Context: an optimization exercise on an open-source flow, tuned for small area. The choices shown serve that exercise and are no tape-out recipe.
Only simulation tests tie the RTL to the original design; equivalence was not proved.

== build 62 ==
==> flow/design.v (excerpt) <==
module CV_LR5_TOP
(
    input CLK,
    input SYS_NRST,
    input UART_RXD,
    output wire UART_TXD,
    output [7:0] LED
);
localparam T_ADD = 3'd1, T_MUL = 3'd5, T_WR = 3'd3, T_ON = 3'd7,
           T_OFF = 3'd6, T_LED = 3'd4, T_ERR = 3'd0;
localparam S_IDLE = 4'd0, S_KW = 4'd1, S_KW1 = 4'd2, S_OP1 = 4'd3,
           S_SP2 = 4'd4, S_OP2 = 4'd5, S_CR = 4'd6, S_LF = 4'd7,
           S_EXEC = 4'd8, S_TX = 4'd9;
reg [9:0] ph;
always @(posedge CLK) ph <= ph + 10'd1;
wire [5:0] p6 = ph[5:0];
wire pass_beg = (p6 == 6'd0);
wire pass_end = (p6 == 6'd63);
reg s1, s2;
always @(posedge CLK) begin
    s1 <= UART_RXD;
    s2 <= s1;
end
localparam RX_ARM = 2'd0, RX_BSY = 2'd1, RX_SKP = 2'd2, RX_RST = 2'd3;
reg [1:0] rxst;
reg [7:0] rsh;
wire rx_smp = (p6 == 6'd62);
always @(posedge CLK, negedge SYS_NRST)
begin
    if (!SYS_NRST) rxst <= RX_RST;
    else if (rx_smp)
        case (rxst)
            RX_ARM:  if (!s2) rxst <= RX_BSY;
  ...
Size: ~12 I/O pins.
==> flow/config.mk <==
export PLATFORM = sky130hd
export DESIGN_NAME = CV_LR5_TOP
export DESIGN_NICKNAME = CV_LR5_TOP
export VERILOG_FILES = /design/flow/design.v
export SDC_FILE = /design/flow/constraint.sdc
export NUM_CORES = 4
export LEC_CHECK = 0
export CAP_MARGIN = 0
export CORE_MARGIN = 2
export CORE_UTILIZATION = 70
export CTS_BUF_LIST = sky130_fd_sc_hd__clkbuf_8
export CTS_CLUSTER_DIAMETER = 55
export CTS_CLUSTER_SIZE = 15
export GPL_TIMING_DRIVEN = 0
export SLEW_MARGIN = 0
==> flow/constraint.sdc <==
create_clock -name core_clock -period 15.0 [get_ports {CLK}]
set_input_delay 3.0000 -clock core_clock [delete_from_list [all_inputs] [get_ports {CLK}]]
set_output_delay 3.0000 -clock core_clock [all_outputs]
set_load 0.01 [all_outputs]
standard.sh (not shown) runs the stock make flow with config.mk's settings and CLKGATE_MAP_FILE= SYNTH_SCRIPT=/design/flow/synth_recipe.tcl, a recipe that flattens the netlist after the stock synthesis.
==> flow/flow/run.sh <==
#!/bin/bash
set -euo pipefail
cd "$(dirname "$0")/.."
bash standard.sh SYNTH_SCRIPT="$PWD/flow/area_synth.tcl" ADDER_MAP_FILE= \
    "BUFFER_PORTS_ARGS=-buffer_cell sky130_fd_sc_hd__buf_1" finish > flow_make.log 2>&1
==> flow/flow/area_synth.tcl <==
# The standard flow's synthesis script (synth_recipe.tcl, beside flow/), with one change:
# the combinational logic is mapped by ABC with an area-oriented script
# (&deepsyn resynthesis, then area mapping with amap) instead of ORFS's
# delay-driven script with buffering and sizing.  Flip-flop mapping and
# names, and every other step, are those of the standard synthesis.
proc abc {args} {
  set keep [list]
  set skip 0
  foreach a $args {
    if { $skip } { set skip 0; continue }
    if { $a in {-script -constr -D} } { set skip 1; continue }
    lappend keep $a
  }
  yosys abc {*}$keep -script {+strash;&get,-n;&deepsyn,-T,60;&put;dch,-f;amap}
}
source [file join [file dirname [file normalize [info script]]] .. synth_recipe.tcl]
The flow did not stop early for build 62: all stages ran, and the layout cleared the timing, design-rule and antenna checks.
[inputs] build 11 vs build 62
Settings: CTS_CLUSTER_DIAMETER: 55 -> 60; CORE_UTILIZATION: 70 -> 80; CTS_CLUSTER_SIZE: 15 -> 18.
--- outcome ---
Build 11 is listed as incomplete: the tool reported an error in detailed placement (3_5_place_dp) and the run ended there.
Between build 62 and build 11, gate count of the mapped netlist increased.
On parity-gate share of the synthesized area counting xor and xnor cells, build 11 and build 62 are neck and neck.
Per the comparison of build 11 with build 62, die extent in x lost about 6%, post-detailed-placement half-perimeter wirelength picked up an extra 4.6%, synthesized net count picked up an extra about 0.3%, effective utilization at floorplan picked up an extra 10 points.
Setup changes, build 11 to build 92
Settings: a change of CORE_UTILIZATION from 80 to 70.
- Build 92 reached the final stage; the timing, design-rule and antenna checks on its layout passed.
- Build 92 vs. build 11: fraction of synthesis flops using an asynchronous set or reset pin roughly the same; initial core utilization went down by 10 points.
- The register area share after synthesis on build 92 is in line with that on build 11.
- Delta (build 92 minus build 11): number of enable flip-flop cells after synthesis shows no meaningful change, xor/xnor share of the synthesized area did not really move.
- Share of synthesized cell area in and, or, nand and nor gates: build 11 vs build 92 — no meaningful difference
- Build 92 vs. build 11: share of the synthesized area in compound gates (AO/OA/AOI/OAI) comparable; mean instance size in the synthesized netlist now larger.

## what the ideal ports hide
In the flow no input, the clock included, has a driving cell. The finished layouts below were timed again as built, in two steps.
Step 1 (the two cells are an assumption about what drives the block):
set clk [get_ports {CLK}]
set_driving_cell -lib_cell sky130_fd_sc_hd__clkbuf_16 $clk
set_driving_cell -lib_cell sky130_fd_sc_hd__buf_2 [delete_from_list [all_inputs] $clk]
Step 2 also shifts input and output timing later by t, the mid clock arrival at the registers, as if the neighbouring blocks saw the same clock.
a / b / c = ideal ports / drivers / drivers and shift; a / b = the first two.
| run | t (ns) | setup WS [ns] | worst data-port slew with drivers (ns) | cell pins on the clock port's net |
|---|---|---|---|---|
| build 62 | 0.596 | 8.034 / 8.034 / 8.034 | 0.03 | 1 |
| build 92 | 0.651 | 8.216 / 8.216 / 8.216 | 0.03 | 1 |
After both steps every run listed still meets setup and hold.
